From an optimization exercise on the open Yosys and OpenROAD flow, aimed at small area and a short achievable clock period; shortcuts taken in it are not production practice. Only simulation tests tie the RTL to the original design; equivalence was not proved. Power figures rest on the tool's default switching activity, not on a simulated workload.

==> run a: inputs <==
Design alu16_top, start of the top module:
module alu16_top(clk, valA, valB, aluop, sub, lr, cc, result);
	input clk;
	input [15:0] valA, valB;
	input [3:0] aluop;
	input sub, lr;
	output reg [3:0] cc;
	output reg [15:0] result;
	reg [15:0] a_q, b_q;
	reg [3:0] op_q;
	reg sub_q, lr_q;
	wire [3:0] cc_w;
	wire [15:0] result_w;
	ALU alu(.valA(a_q), .valB(b_q), .aluop(op_q), .sub(sub_q), .lr(lr_q), .cc(cc_w), .result(result_w));
	always @(posedge clk) begin
		a_q <= valA;
		b_q <= valB;
		op_q <= aluop;
		sub_q <= sub;
		lr_q <= lr;
		cc <= cc_w;
		result <= result_w;
	end
endmodule
==> module ALU, before the edit <==
module ALU(valA, valB, aluop, sub, lr, cc, result);
	input [15:0] valA;
	input [15:0] valB;
	input [3:0] aluop;
	input sub;
	input lr;
	output [3:0] cc;
	output [15:0] result;
	wire [15:0] a = valA;
	wire [15:0] b = valB;
	wire [3:0] s = valB[3:0];
	wire op_add = ~aluop[3] & ~aluop[2] & ~aluop[1] & ~aluop[0];
	wire op_sh  = ~aluop[3] & ~aluop[2] & (aluop[1] | aluop[0]);
	wire op_rot = ~aluop[3] & ~aluop[2] & aluop[1] & aluop[0];
	wire op_lg  = ~aluop[3] & aluop[2];
	genvar i;
	wire [15:0] ax = a ^ {16{sub}};
	wire [15:0] g0 = b & ax;
	wire [15:0] t0 = b | ax;
	wire [15:0] g1, t1, g2, t2, g3, t3, g4;
	generate
		for (i = 0; i < 16; i = i + 1) begin : g_l1
			if (i % 2 == 1) begin
				assign g1[i] = g0[i] | (t0[i] & g0[i-1]);
				assign t1[i] = t0[i] & t0[i-1];
			end else begin
				assign g1[i] = g0[i];
				assign t1[i] = t0[i];
			end
		end
		for (i = 0; i < 16; i = i + 1) begin : g_l2
			if ((i / 2) % 2 == 1) begin
				assign g2[i] = g1[i] | (t1[i] & g1[(i / 2) * 2 - 1]);
				assign t2[i] = t1[i] & t1[(i / 2) * 2 - 1];
			end else begin
				assign g2[i] = g1[i];
				assign t2[i] = t1[i];
			end
		end
		for (i = 0; i < 16; i = i + 1) begin : g_l3
			if ((i / 4) % 2 == 1) begin
				assign g3[i] = g2[i] | (t2[i] & g2[(i / 4) * 4 - 1]);
				assign t3[i] = t2[i] & t2[(i / 4) * 4 - 1];
			end else begin
				assign g3[i] = g2[i];
				assign t3[i] = t2[i];
			end
		end
		for (i = 0; i < 16; i = i + 1) begin : g_l4
			if (i >= 8)
				assign g4[i] = g3[i] | (t3[i] & g3[7]);
			else
				assign g4[i] = g3[i];
		end
	endgenerate
	wire [16:0] k = {g4, 1'b0};
	wire [15:0] hx = a ^ b;
	wire [15:0] sum = hx ^ k[15:0];
	wire co = k[16] ^ sub;
	wire [15:0] kz = {{15{~sub}} & t0[14:0], 1'b0};
	wire z_add = &(hx ~^ kz);
	wire l_and = op_lg & ~aluop[1];
	wire l_hx  = op_lg & aluop[0];
	wire l_not = op_lg & aluop[1] & ~aluop[0];
	wire [15:0] lg = ({16{l_and}} & a & b) | ({16{l_hx}} & hx) | ({16{l_not}} & ~a);
	wire [3:0] ra;
	assign ra[0] = s[0];
	assign ra[1] = s[1] ^ (lr & s[0]);
	assign ra[2] = s[2] ^ (lr & (s[0] | s[1]));
	assign ra[3] = s[3] ^ (lr & (s[0] | s[1] | s[2]));
	wire [15:0] x1 = ra[0] ? {a[0], a[15:1]} : a;
	wire [15:0] x2 = ra[1] ? {x1[1:0], x1[15:2]} : x1;
	wire [15:0] x3 = ra[2] ? {x2[3:0], x2[15:4]} : x2;
	wire [15:0] x4 = ra[3] ? {x3[7:0], x3[15:8]} : x3;
	wire [15:0] wr;
	generate
		for (i = 0; i < 16; i = i + 1) begin : g_wr
			assign wr[i] = lr ? (i < s) : (15 - i < s);
		end
	endgenerate
	wire [15:0] keep = {16{op_sh}} & ~(wr & {16{~op_rot}});
	wire fill = op_sh & ~lr & ~aluop[1] & a[15];
	wire [15:0] fl = wr & {16{fill}};
	wire [15:0] sh = (x4 & keep) | fl;
	wire [15:0] nadd = sh | lg;
	assign result = ({16{op_add}} & sum) | nadd;
	wire Z = ~|nadd & (~op_add | z_add);
	wire N = result[15];
	wire C = op_add & co;
	wire [15:0] shl = x4 & keep;
	wire [15:0] cg = a & ~shl;
	wire [15:0] ct = a | ~shl;
	wire [7:0] c1g, c1t;
	wire [3:0] c2g, c2t;
	wire [1:0] c3g, c3t;
	generate
		for (i = 0; i < 8; i = i + 1) begin : g_c1
			assign c1g[i] = cg[2*i+1] | (ct[2*i+1] & cg[2*i]);
			assign c1t[i] = ct[2*i+1] & ct[2*i];
		end
		for (i = 0; i < 4; i = i + 1) begin : g_c2
			assign c2g[i] = c1g[2*i+1] | (c1t[2*i+1] & c1g[2*i]);
			assign c2t[i] = c1t[2*i+1] & c1t[2*i];
		end
		for (i = 0; i < 2; i = i + 1) begin : g_c3
			assign c3g[i] = c2g[2*i+1] | (c2t[2*i+1] & c2g[2*i]);
			assign c3t[i] = c2t[2*i+1] & c2t[2*i];
		end
	endgenerate
	wire gt = c3g[1] | (c3t[1] & c3g[0]);
	wire V = op_sh & lr & gt;
	assign cc = {N, Z, C, V};
endmodule
clock: 4.7 ns
lec_check: 0
abc_area: 1
cap_margin: 20
core_margin: 2
core_utilization: 40
cts_buf_list: sky130_fd_sc_hd__clkbuf_4
place_density: 0.75
setup_slack_margin: 2.4
slew_margin: 20
standard.sh (not shown) runs the stock make flow with config.mk's settings and CLKGATE_MAP_FILE= SYNTH_SCRIPT=/design/flow/synth_recipe.tcl, a recipe that flattens the netlist after the stock synthesis.
==> flow/flow/run.sh <==
#!/bin/bash
# The standard layout, with the port buffers made from the small
# sky130_fd_sc_hd__buf_1 instead of the cell buffer_ports picks by default.
set -euo pipefail
bash standard.sh BUFFER_PORTS_ARGS="-buffer_cell sky130_fd_sc_hd__buf_1" finish > standard.log 2>&1
==> run b: changes against run a <==
==> flow/design.v (replaced) <==
module alu16_top(clk, valA, valB, aluop, sub, lr, cc, result);
	input clk;
	input [15:0] valA, valB;
	input [3:0] aluop;
	input sub, lr;
	output reg [3:0] cc;
	output reg [15:0] result;
	reg [15:0] a_q, b_q;
	reg [3:0] op_q;
	reg sub_q, lr_q;
	wire [3:0] cc_w;
	wire [15:0] result_w;
	ALU alu(.valA(a_q), .valB(b_q), .aluop(op_q), .sub(sub_q), .lr(lr_q), .cc(cc_w), .result(result_w));
	always @(posedge clk) begin
		a_q <= valA;
		b_q <= valB;
		op_q <= aluop;
		sub_q <= sub;
		lr_q <= lr;
		cc <= cc_w;
		result <= result_w;
	end
endmodule

module ALU(valA, valB, aluop, sub, lr, cc, result);
	input [15:0] valA;
	input [15:0] valB;
	input [3:0] aluop;
	input sub;
	input lr;
	output [3:0] cc;
	output [15:0] result;
	wire [15:0] a = valA;
	wire [3:0] s = valB[3:0];
	wire op_hi  = aluop[3];
	wire op_add = ~aluop[3] & ~aluop[2] & ~aluop[1] & ~aluop[0];
	wire op_sh  = ~aluop[3] & ~aluop[2] & (aluop[1] | aluop[0]);
	wire op_rot = ~aluop[3] & ~aluop[2] & aluop[1] & aluop[0];
	wire op_lg  = ~aluop[3] & aluop[2];
	wire [15:0] bx = valB ^ {16{sub}};
	wire [17:0] t = {1'b0, a, 1'b1} + {1'b0, bx, sub};
	wire [15:0] sum = t[16:1];
	wire co = t[17];
	wire [15:0] p = a ^ bx;
	wire [15:0] k = {a[14:0] | bx[14:0], sub};
	wire z_add = &(p ~^ k);
	reg [15:0] lg;
	always @(*) begin
		case (aluop[1:0])
			2'b00: lg = a & valB;
			2'b01: lg = a | valB;
			2'b10: lg = ~a;
			default: lg = a ^ valB;
		endcase
	end
	wire [15:0] x0 = lr ? {a[0], a[15:1]} : a;
	wire [3:0] r = s ^ {4{lr}};
	wire [15:0] x1 = r[0] ? {x0[0], x0[15:1]} : x0;
	wire [15:0] x2 = r[1] ? {x1[1:0], x1[15:2]} : x1;
	wire [15:0] x3 = r[2] ? {x2[3:0], x2[15:4]} : x2;
	wire [15:0] x4 = r[3] ? {x3[7:0], x3[15:8]} : x3;
	wire [15:0] th;
	genvar i;
	generate
		for (i = 0; i < 16; i = i + 1) begin : g_th
			assign th[i] = (i < s);
		end
	endgenerate
	wire [15:0] th_rev;
	generate
		for (i = 0; i < 16; i = i + 1) begin : g_thr
			assign th_rev[i] = th[15 - i];
		end
	endgenerate
	wire [15:0] msk = (lr ? th : th_rev) & {16{~op_rot}};
	wire fill = ~lr & ~aluop[1] & a[15];
	wire [15:0] sh = (x4 & ~msk) | (msk & {16{fill}});
	assign result = ({16{op_add}} & sum) | ({16{op_sh}} & sh) | ({16{op_lg}} & lg);
	wire z_lg = ~|lg;
	wire z_sh = ~|sh;
	wire Z = op_hi | (op_lg & z_lg) | (op_add & z_add) | (op_sh & z_sh);
	wire N = result[15];
	wire C = op_add & co;
	wire V = op_sh & lr & (a > sh);
	assign cc = {N, Z, C, V};
endmodule
==> flow/run.sh (new file) <==
#!/bin/bash
# synth_recipe.tcl (not shown) runs the flow's synth.tcl, then flattens the netlist and writes it again
# the make line also repeats each setting of config.mk as NAME=value (left out here)
make -C /OpenROAD-flow-scripts/flow DESIGN_CONFIG=/design/flow/config.mk WORK_HOME=/design/flow/orfs CLKGATE_MAP_FILE= SYNTH_SCRIPT=/design/flow/synth_recipe.tcl finish
CTS_BUF_LIST = default   (was sky130_fd_sc_hd__clkbuf_4)
PLACE_DENSITY = default   (was 0.75)
SETUP_SLACK_MARGIN = 2.2   (was 2.4)
removed: flow/flow/run.sh
removed: flow/standard.sh
==> run c: changes against run a <==
--- a/flow/design.v
+++ b/flow/design.v
@@ -82,5 +82,5 @@
 	wire [15:0] sum = hx ^ k[15:0];
 	wire co = k[16] ^ sub;
-	wire [15:0] kz = {{15{~sub}} & t0[14:0], 1'b0};
+	wire [15:0] kz = {sub ? g0[14:0] : t0[14:0], 1'b0};
 	wire z_add = &(hx ~^ kz);
 	wire l_and = op_lg & ~aluop[1];
@@ -88,9 +88,5 @@
 	wire l_not = op_lg & aluop[1] & ~aluop[0];
 	wire [15:0] lg = ({16{l_and}} & a & b) | ({16{l_hx}} & hx) | ({16{l_not}} & ~a);
-	wire [3:0] ra;
-	assign ra[0] = s[0];
-	assign ra[1] = s[1] ^ (lr & s[0]);
-	assign ra[2] = s[2] ^ (lr & (s[0] | s[1]));
-	assign ra[3] = s[3] ^ (lr & (s[0] | s[1] | s[2]));
+	wire [3:0] ra = lr ? (~s + 4'd1) : s;
 	wire [15:0] x1 = ra[0] ? {a[0], a[15:1]} : a;
 	wire [15:0] x2 = ra[1] ? {x1[1:0], x1[15:2]} : x1;
CTS_BUF_LIST = sky130_fd_sc_hd__clkbuf_8   (was sky130_fd_sc_hd__clkbuf_4)
PLACE_DENSITY = default   (was 0.75)
SETUP_SLACK_MARGIN = 2.2   (was 2.4)
==> summary.txt <==
                                                                 run a          run b          run c
Total Nets Final                                                   948           1031            934
Wire length on met3                                       1810 microns   1430 microns    874 microns
Logic depth of the worst path, buffers included                     12             16             16
Compound-gate portion of the synthesized area                    16.4%          14.3%          16.2%
Worst-Skew Late Latency                                        0.47 ns        0.32 ns        0.36 ns
Adder and majority gate portion of the synthesized area         0.657%          17.3%         0.507%
Proportion of power drawn by the clock network                   28.1%          32.9%          33.7%
Syn nets                                                           891            974            891
Share of total power consumed by net switching                   38.6%          37.4%          36.2%
Wire length of the first global-routing pass             25300 microns  29800 microns  25000 microns
Routed wire per std cell                                  15.7 microns   18.2 microns   15.3 microns
Final std cell area, no fill                                5430 sq um     7510 sq um     5470 sq um
Starting DRC count in detailed routing                             623            514            499
Pre-CTS setup slack                                            1.98 ns        1.41 ns        1.59 ns
Area share of xor/xnor cells in the synthesized design           3.50%          4.96%          3.73%
Simple-Gate Fraction of Synth Area                               42.4%          32.9%          43.2%
Run status                                    timing/DRC/antenna clean  timing/DRC/antenna clean  timing/DRC/antenna clean
Peak per-stage delay on the critical path                      0.33 ns        0.36 ns        0.38 ns
Die height                                                 113 microns    123 microns    115 microns
Vias in the first global route                                    4981           5356           4750
GRT busiest layer                                                 met2           met1           met2
Final estimated routing congestion in global placement            1.03          0.973          0.987
Combinational power                                         0.000478 W     0.000849 W     0.000485 W
All-Layer GR Usage                                               25.5%          26.3%          24.6%
LEAKAGE                                                        2.81 nW        3.48 nW        2.83 nW
Synth unique cells                                                  38             48             45
Multi-input combinational cell count                               654            661            654

==> build 49: inputs <==
alu16_top, a different RTL version from the one above (not shown whole).
## alu16_top
module alu16_top(clk, valA, valB, aluop, sub, lr, cc, result);
	input clk;
	input [15:0] valA, valB;
	input [3:0] aluop;
	input sub, lr;
	output reg [3:0] cc;
	output reg [15:0] result;
	reg [15:0] a_q, b_q;
	reg [3:0] op_q;
	reg sub_q, lr_q;
	wire [3:0] cc_w;
	wire [15:0] result_w;
	ALU alu(.valA(a_q), .valB(b_q), .aluop(op_q), .sub(sub_q), .lr(lr_q), .cc(cc_w), .result(result_w));
	always @(posedge clk) begin
		a_q <= valA;
		b_q <= valB;
		op_q <= aluop;
		sub_q <= sub;
		lr_q <= lr;
		cc <= cc_w;
		result <= result_w;
	end
endmodule
==> module ALU, before the edit <==
module ALU(valA, valB, aluop, sub, lr, cc, result);
	input [15:0] valA;
	input [15:0] valB;
	input [3:0] aluop;
	input sub;
	input lr;
	output [3:0] cc;
	output [15:0] result;
	wire [15:0] a = valA;
	wire [15:0] b = valB;
	wire [3:0] s = valB[3:0];
	wire op_hi  = aluop[3];
	wire op_add = ~aluop[3] & ~aluop[2] & ~aluop[1] & ~aluop[0];
	wire op_sh  = ~aluop[3] & ~aluop[2] & (aluop[1] | aluop[0]);
	wire op_rot = ~aluop[3] & ~aluop[2] & aluop[1] & aluop[0];
	wire op_lg  = ~aluop[3] & aluop[2];
	wire [15:0] ax = a ^ {16{sub}};
	wire [15:0] g0 = b & ax;
	wire [15:0] t0 = b | ax;
	wire [15:0] g1, t1, g2, t2, g3, t3, g4;
	genvar i;
	generate
		for (i = 0; i < 16; i = i + 1) begin : g_l1
			if (i >= 1) begin
				assign g1[i] = g0[i] | (t0[i] & g0[i-1]);
				assign t1[i] = t0[i] & t0[i-1];
			end else begin
				assign g1[i] = g0[i];
				assign t1[i] = t0[i];
			end
		end
		for (i = 0; i < 16; i = i + 1) begin : g_l2
			if (i >= 2) begin
				assign g2[i] = g1[i] | (t1[i] & g1[i-2]);
				assign t2[i] = t1[i] & t1[i-2];
			end else begin
				assign g2[i] = g1[i];
				assign t2[i] = t1[i];
			end
		end
		for (i = 0; i < 16; i = i + 1) begin : g_l3
			if (i >= 4) begin
				assign g3[i] = g2[i] | (t2[i] & g2[i-4]);
				assign t3[i] = t2[i] & t2[i-4];
			end else begin
				assign g3[i] = g2[i];
				assign t3[i] = t2[i];
			end
		end
		for (i = 0; i < 16; i = i + 1) begin : g_l4
			if (i >= 8)
				assign g4[i] = g3[i] | (t3[i] & g3[i-8]);
			else
				assign g4[i] = g3[i];
		end
	endgenerate
	wire [16:0] k = {g4, 1'b0};
	wire [15:0] hx = a ^ b;
	wire [15:0] sum = hx ^ k[15:0];
	wire co = k[16] ^ sub;
	wire [15:0] kz = {sub ? g0[14:0] : t0[14:0], 1'b0};
	wire z_add = &(hx ~^ kz);
	wire lt11 = ~aluop[1];
	wire lt01 = aluop[1] | aluop[0];
	wire lt10 = aluop[0];
	wire lt00 = aluop[1] & ~aluop[0];
	wire [15:0] lg;
	generate
		for (i = 0; i < 16; i = i + 1) begin : g_lg
			assign lg[i] = b[i] ? (a[i] ? lt11 : lt01) : (a[i] ? lt10 : lt00);
		end
	endgenerate
	wire [15:0] ra1 = {a[0], a[15:1]};
	wire [15:0] ra2 = {a[1:0], a[15:2]};
	wire [15:0] x1 = s[0] ? ra1 : (lr ? ra2 : a);
	wire [3:0] r = s ^ {4{lr}};
	wire [15:0] x2 = r[1] ? {x1[1:0], x1[15:2]} : x1;
	wire [15:0] x3 = r[2] ? {x2[3:0], x2[15:4]} : x2;
	wire [15:0] x4 = r[3] ? {x3[7:0], x3[15:8]} : x3;
	wire [15:0] th;
	wire [15:0] th_rev;
	generate
		for (i = 0; i < 16; i = i + 1) begin : g_th
			assign th[i] = (i < s);
			assign th_rev[i] = (15 - i < s);
		end
	endgenerate
	wire [15:0] msk = (lr ? th : th_rev) & {16{~op_rot}};
	wire fill = ~lr & ~aluop[1] & a[15];
	wire [15:0] sh = (x4 & ~msk) | (msk & {16{fill}});
	assign result = ({16{op_add}} & sum) | ({16{op_sh}} & sh) | ({16{op_lg}} & lg);
	wire z_sh = ~|(a & ~(lr ? th_rev : th) | (a & {16{op_rot}}));
	wire z_lg = ~|lg;
	wire Z = op_hi | (op_lg & z_lg) | (op_add & z_add) | (op_sh & z_sh);
	wire N = result[15];
	wire C = op_add & co;
	wire [15:0] cg = a & ~sh;
	wire [15:0] ct = a | ~sh;
	wire [15:0] c1g, c1t, c2g, c2t, c3g, c3t;
	generate
		for (i = 0; i < 8; i = i + 1) begin : g_c1
			assign c1g[i] = cg[2*i+1] | (ct[2*i+1] & cg[2*i]);
			assign c1t[i] = ct[2*i+1] & ct[2*i];
		end
		for (i = 0; i < 4; i = i + 1) begin : g_c2
			assign c2g[i] = c1g[2*i+1] | (c1t[2*i+1] & c1g[2*i]);
			assign c2t[i] = c1t[2*i+1] & c1t[2*i];
		end
		for (i = 0; i < 2; i = i + 1) begin : g_c3
			assign c3g[i] = c2g[2*i+1] | (c2t[2*i+1] & c2g[2*i]);
		end
	endgenerate
	assign c1g[15:8] = 8'b0; assign c1t[15:8] = 8'b0;
	assign c2g[15:4] = 12'b0; assign c2t[15:4] = 12'b0;
	assign c3g[15:2] = 14'b0; assign c3t = 16'b0;
	wire gt = c3g[1] | (c2t[3] & c2t[2] & c3g[0]);
	wire V = op_sh & lr & gt;
	assign cc = {N, Z, C, V};
endmodule
clock: 4.7 ns
lec_check: 0
abc_area: 1
cap_margin: 20
core_margin: 2
core_utilization: 40
setup_slack_margin: 2.2
slew_margin: 20
run.sh (not shown) runs the stock make flow with config.mk's settings and CLKGATE_MAP_FILE= SYNTH_SCRIPT=/design/flow/synth_recipe.tcl, a recipe that flattens the netlist after the stock synthesis.
Stock flow here: none of the scripts above is used.
==> inputs of build 28, as changes to build 49 <==
--- a/flow/design.v
+++ b/flow/design.v
@@ -35,3 +35,2 @@
 	wire [3:0] s = valB[3:0];
-	wire op_hi  = aluop[3];
 	wire op_add = ~aluop[3] & ~aluop[2] & ~aluop[1] & ~aluop[0];
@@ -40,2 +39,3 @@
 	wire op_lg  = ~aluop[3] & aluop[2];
+	genvar i;
 	wire [15:0] ax = a ^ {16{sub}};
@@ -44,6 +44,5 @@
 	wire [15:0] g1, t1, g2, t2, g3, t3, g4;
-	genvar i;
 	generate
 		for (i = 0; i < 16; i = i + 1) begin : g_l1
-			if (i >= 1) begin
+			if (i % 2 == 1) begin
 				assign g1[i] = g0[i] | (t0[i] & g0[i-1]);
@@ -56,5 +55,5 @@
 		for (i = 0; i < 16; i = i + 1) begin : g_l2
-			if (i >= 2) begin
-				assign g2[i] = g1[i] | (t1[i] & g1[i-2]);
-				assign t2[i] = t1[i] & t1[i-2];
+			if ((i / 2) % 2 == 1) begin
+				assign g2[i] = g1[i] | (t1[i] & g1[(i / 2) * 2 - 1]);
+				assign t2[i] = t1[i] & t1[(i / 2) * 2 - 1];
 			end else begin
@@ -65,5 +64,5 @@
 		for (i = 0; i < 16; i = i + 1) begin : g_l3
-			if (i >= 4) begin
-				assign g3[i] = g2[i] | (t2[i] & g2[i-4]);
-				assign t3[i] = t2[i] & t2[i-4];
+			if ((i / 4) % 2 == 1) begin
+				assign g3[i] = g2[i] | (t2[i] & g2[(i / 4) * 4 - 1]);
+				assign t3[i] = t2[i] & t2[(i / 4) * 4 - 1];
 			end else begin
@@ -75,3 +74,3 @@
 			if (i >= 8)
-				assign g4[i] = g3[i] | (t3[i] & g3[i-8]);
+				assign g4[i] = g3[i] | (t3[i] & g3[7]);
 			else
@@ -86,6 +85,6 @@
 	wire z_add = &(hx ~^ kz);
-	wire lt11 = ~aluop[1];
-	wire lt01 = aluop[1] | aluop[0];
-	wire lt10 = aluop[0];
-	wire lt00 = aluop[1] & ~aluop[0];
+	wire lt11 = op_lg & ~aluop[1];
+	wire lt01 = op_lg & (aluop[1] | aluop[0]);
+	wire lt10 = op_lg & aluop[0];
+	wire lt00 = op_lg & aluop[1] & ~aluop[0];
 	wire [15:0] lg;
@@ -96,24 +95,20 @@
 	endgenerate
-	wire [15:0] ra1 = {a[0], a[15:1]};
-	wire [15:0] ra2 = {a[1:0], a[15:2]};
-	wire [15:0] x1 = s[0] ? ra1 : (lr ? ra2 : a);
-	wire [3:0] r = s ^ {4{lr}};
-	wire [15:0] x2 = r[1] ? {x1[1:0], x1[15:2]} : x1;
-	wire [15:0] x3 = r[2] ? {x2[3:0], x2[15:4]} : x2;
-	wire [15:0] x4 = r[3] ? {x3[7:0], x3[15:8]} : x3;
-	wire [15:0] th;
-	wire [15:0] th_rev;
+	wire [3:0] ra = lr ? (~s + 4'd1) : s;
+	wire [15:0] x1 = ra[0] ? {a[0], a[15:1]} : a;
+	wire [15:0] x2 = ra[1] ? {x1[1:0], x1[15:2]} : x1;
+	wire [15:0] x3 = ra[2] ? {x2[3:0], x2[15:4]} : x2;
+	wire [15:0] x4 = ra[3] ? {x3[7:0], x3[15:8]} : x3;
+	wire [15:0] wr;
 	generate
-		for (i = 0; i < 16; i = i + 1) begin : g_th
-			assign th[i] = (i < s);
-			assign th_rev[i] = (15 - i < s);
+		for (i = 0; i < 16; i = i + 1) begin : g_wr
+			assign wr[i] = lr ? (i < s) : (15 - i < s);
 		end
 	endgenerate
-	wire [15:0] msk = (lr ? th : th_rev) & {16{~op_rot}};
-	wire fill = ~lr & ~aluop[1] & a[15];
-	wire [15:0] sh = (x4 & ~msk) | (msk & {16{fill}});
-	assign result = ({16{op_add}} & sum) | ({16{op_sh}} & sh) | ({16{op_lg}} & lg);
-	wire z_sh = ~|(a & ~(lr ? th_rev : th) | (a & {16{op_rot}}));
-	wire z_lg = ~|lg;
-	wire Z = op_hi | (op_lg & z_lg) | (op_add & z_add) | (op_sh & z_sh);
+	wire [15:0] keep = {16{op_sh}} & ~(wr & {16{~op_rot}});
+	wire fill = op_sh & ~lr & ~aluop[1] & a[15];
+	wire [15:0] fl = wr & {16{fill}};
+	wire [15:0] sh = (x4 & keep) | fl;
+	wire [15:0] nadd = sh | lg;
+	assign result = ({16{op_add}} & sum) | nadd;
+	wire Z = ~|nadd & (~op_add | z_add);
 	wire N = result[15];
@@ -122,3 +117,5 @@
 	wire [15:0] ct = a | ~sh;
-	wire [15:0] c1g, c1t, c2g, c2t, c3g, c3t;
+	wire [7:0] c1g, c1t;
+	wire [3:0] c2g, c2t;
+	wire [1:0] c3g, c3t;
 	generate
@@ -134,8 +131,6 @@
 			assign c3g[i] = c2g[2*i+1] | (c2t[2*i+1] & c2g[2*i]);
+			assign c3t[i] = c2t[2*i+1] & c2t[2*i];
 		end
 	endgenerate
-	assign c1g[15:8] = 8'b0; assign c1t[15:8] = 8'b0;
-	assign c2g[15:4] = 12'b0; assign c2t[15:4] = 12'b0;
-	assign c3g[15:2] = 14'b0; assign c3t = 16'b0;
-	wire gt = c3g[1] | (c2t[3] & c2t[2] & c3g[0]);
+	wire gt = c3g[1] | (c3t[1] & c3g[0]);
 	wire V = op_sh & lr & gt;
Settings changed: CTS_CLUSTER_DIAMETER set to 300, CTS_CLUSTER_SIZE set to 60.
==> inputs of trial 47, as changes to build 49 <==
==> flow/design.v (replaced) <==
module alu16_top(clk, valA, valB, aluop, sub, lr, cc, result);
	input clk;
	input [15:0] valA, valB;
	input [3:0] aluop;
	input sub, lr;
	output reg [3:0] cc;
	output reg [15:0] result;
	reg [15:0] a_q, b_q;
	reg [3:0] op_q;
	reg sub_q, lr_q;
	wire [3:0] cc_w;
	wire [15:0] result_w;
	ALU alu(.valA(a_q), .valB(b_q), .aluop(op_q), .sub(sub_q), .lr(lr_q), .cc(cc_w), .result(result_w));
	always @(posedge clk) begin
		a_q <= valA;
		b_q <= valB;
		op_q <= aluop;
		sub_q <= sub;
		lr_q <= lr;
		cc <= cc_w;
		result <= result_w;
	end
endmodule

module ALU(valA, valB, aluop, sub, lr, cc, result);
	input [15:0] valA;
	input [15:0] valB;
	input [3:0] aluop;
	input sub;
	input lr;
	output [3:0] cc;
	output [15:0] result;
	wire [15:0] a = valA;
	wire [3:0] s = valB[3:0];
	wire op_hi  = aluop[3];
	wire op_add = ~aluop[3] & ~aluop[2] & ~aluop[1] & ~aluop[0];
	wire op_sh  = ~aluop[3] & ~aluop[2] & (aluop[1] | aluop[0]);
	wire op_rot = ~aluop[3] & ~aluop[2] & aluop[1] & aluop[0];
	wire op_lg  = ~aluop[3] & aluop[2];
	wire [15:0] bx = valB ^ {16{sub}};
	wire [17:0] t = {1'b0, a, 1'b1} + {1'b0, bx, sub};
	wire [15:0] sum = t[16:1];
	wire co = t[17];
	wire [15:0] p = a ^ bx;
	wire [15:0] k = {a[14:0] | bx[14:0], sub};
	wire z_add = &(p ~^ k);
	reg [15:0] lg;
	always @(*) begin
		case (aluop[1:0])
			2'b00: lg = a & valB;
			2'b01: lg = a | valB;
			2'b10: lg = ~a;
			default: lg = a ^ valB;
		endcase
	end
	wire [15:0] x0 = lr ? {a[0], a[15:1]} : a;
	wire [3:0] r = s ^ {4{lr}};
	wire [15:0] x1 = r[0] ? {x0[0], x0[15:1]} : x0;
	wire [15:0] x2 = r[1] ? {x1[1:0], x1[15:2]} : x1;
	wire [15:0] x3 = r[2] ? {x2[3:0], x2[15:4]} : x2;
	wire [15:0] x4 = r[3] ? {x3[7:0], x3[15:8]} : x3;
	wire [15:0] th;
	genvar i;
	generate
		for (i = 0; i < 16; i = i + 1) begin : g_th
			assign th[i] = (i < s);
		end
	endgenerate
	wire [15:0] th_rev;
	generate
		for (i = 0; i < 16; i = i + 1) begin : g_thr
			assign th_rev[i] = th[15 - i];
		end
	endgenerate
	wire [15:0] msk = (lr ? th : th_rev) & {16{~op_rot}};
	wire fill = ~lr & ~aluop[1] & a[15];
	wire [15:0] sh = (x4 & ~msk) | (msk & {16{fill}});
	assign result = ({16{op_add}} & sum) | ({16{op_sh}} & sh) | ({16{op_lg}} & lg);
	wire z_lg = ~|lg;
	wire z_sh = ~|sh;
	wire Z = op_hi | (op_lg & z_lg) | (op_add & z_add) | (op_sh & z_sh);
	wire N = result[15];
	wire C = op_add & co;
	wire V = op_sh & lr & (a > sh);
	assign cc = {N, Z, C, V};
endmodule
Settings changed: ABC_AREA 1 to not set, SETUP_SLACK_MARGIN 2.2 to not set.
==> comparison <==
Synthesized area, highest first: trial 47, build 49, build 28.
Final area: trial 47 > build 49 > build 28.
Critical path depth, lowest first: build 49, build 28, trial 47.
In build 49 the utilization is lower than in build 28, by 2.6 points.
Of trial 47 and build 49, build 49 has the higher first-iteration DRC count (gap about 50%, measured against build 49).
Clock skew: trial 47 > build 28 > build 49.
The highest power belongs to trial 47, the lowest to build 49.
Worst setup slack, highest first: build 28, build 49, trial 47.

==> afterwards: timing with drivers on the ports <==
How much do the figures lean on ideal ports? The routed layouts below were timed once more, with nothing changed but the port constraints. Step 1 (the two cells are an assumption about what drives the block):
set clk [get_ports {clk}]
set_driving_cell -lib_cell sky130_fd_sc_hd__clkbuf_16 $clk
set_driving_cell -lib_cell sky130_fd_sc_hd__buf_2 [delete_from_list [all_inputs] $clk]
Step 2 adds t to the input delays and takes it off the output delays; t is the mean of the earliest and latest rising clock arrival at the registers after step 1. Input paths then give back, and output paths get back, about the clock's delay inside the block. a / b / c = ideal / step 1 / step 2; a / b = the first two.
run | t (ns) | slack for setup (ns) | worst register clock-pin slew, ns | worst slew at a driven data input, ns
run a | 0.491 | 2.470 / 2.470 / 2.470 | 0.12 / 0.12 | 0.03
run b | 0.359 | 2.081 / 2.081 / 2.081 | 0.05 / 0.05 | 0.04
run c | 0.394 | 2.376 / 2.376 / 2.376 | 0.07 / 0.07 | 0.03
build 49 | 0.371 | 2.222 / 2.222 / 2.222 | 0.05 / 0.05 | 0.04
build 28 | 0.380 | 2.315 / 2.315 / 2.315 | 0.05 / 0.05 | 0.04
trial 47 | 0.383 | 0.509 / 0.509 / 0.509 | 0.06 / 0.06 | 0.03
After both steps setup and hold are still met in every run listed.
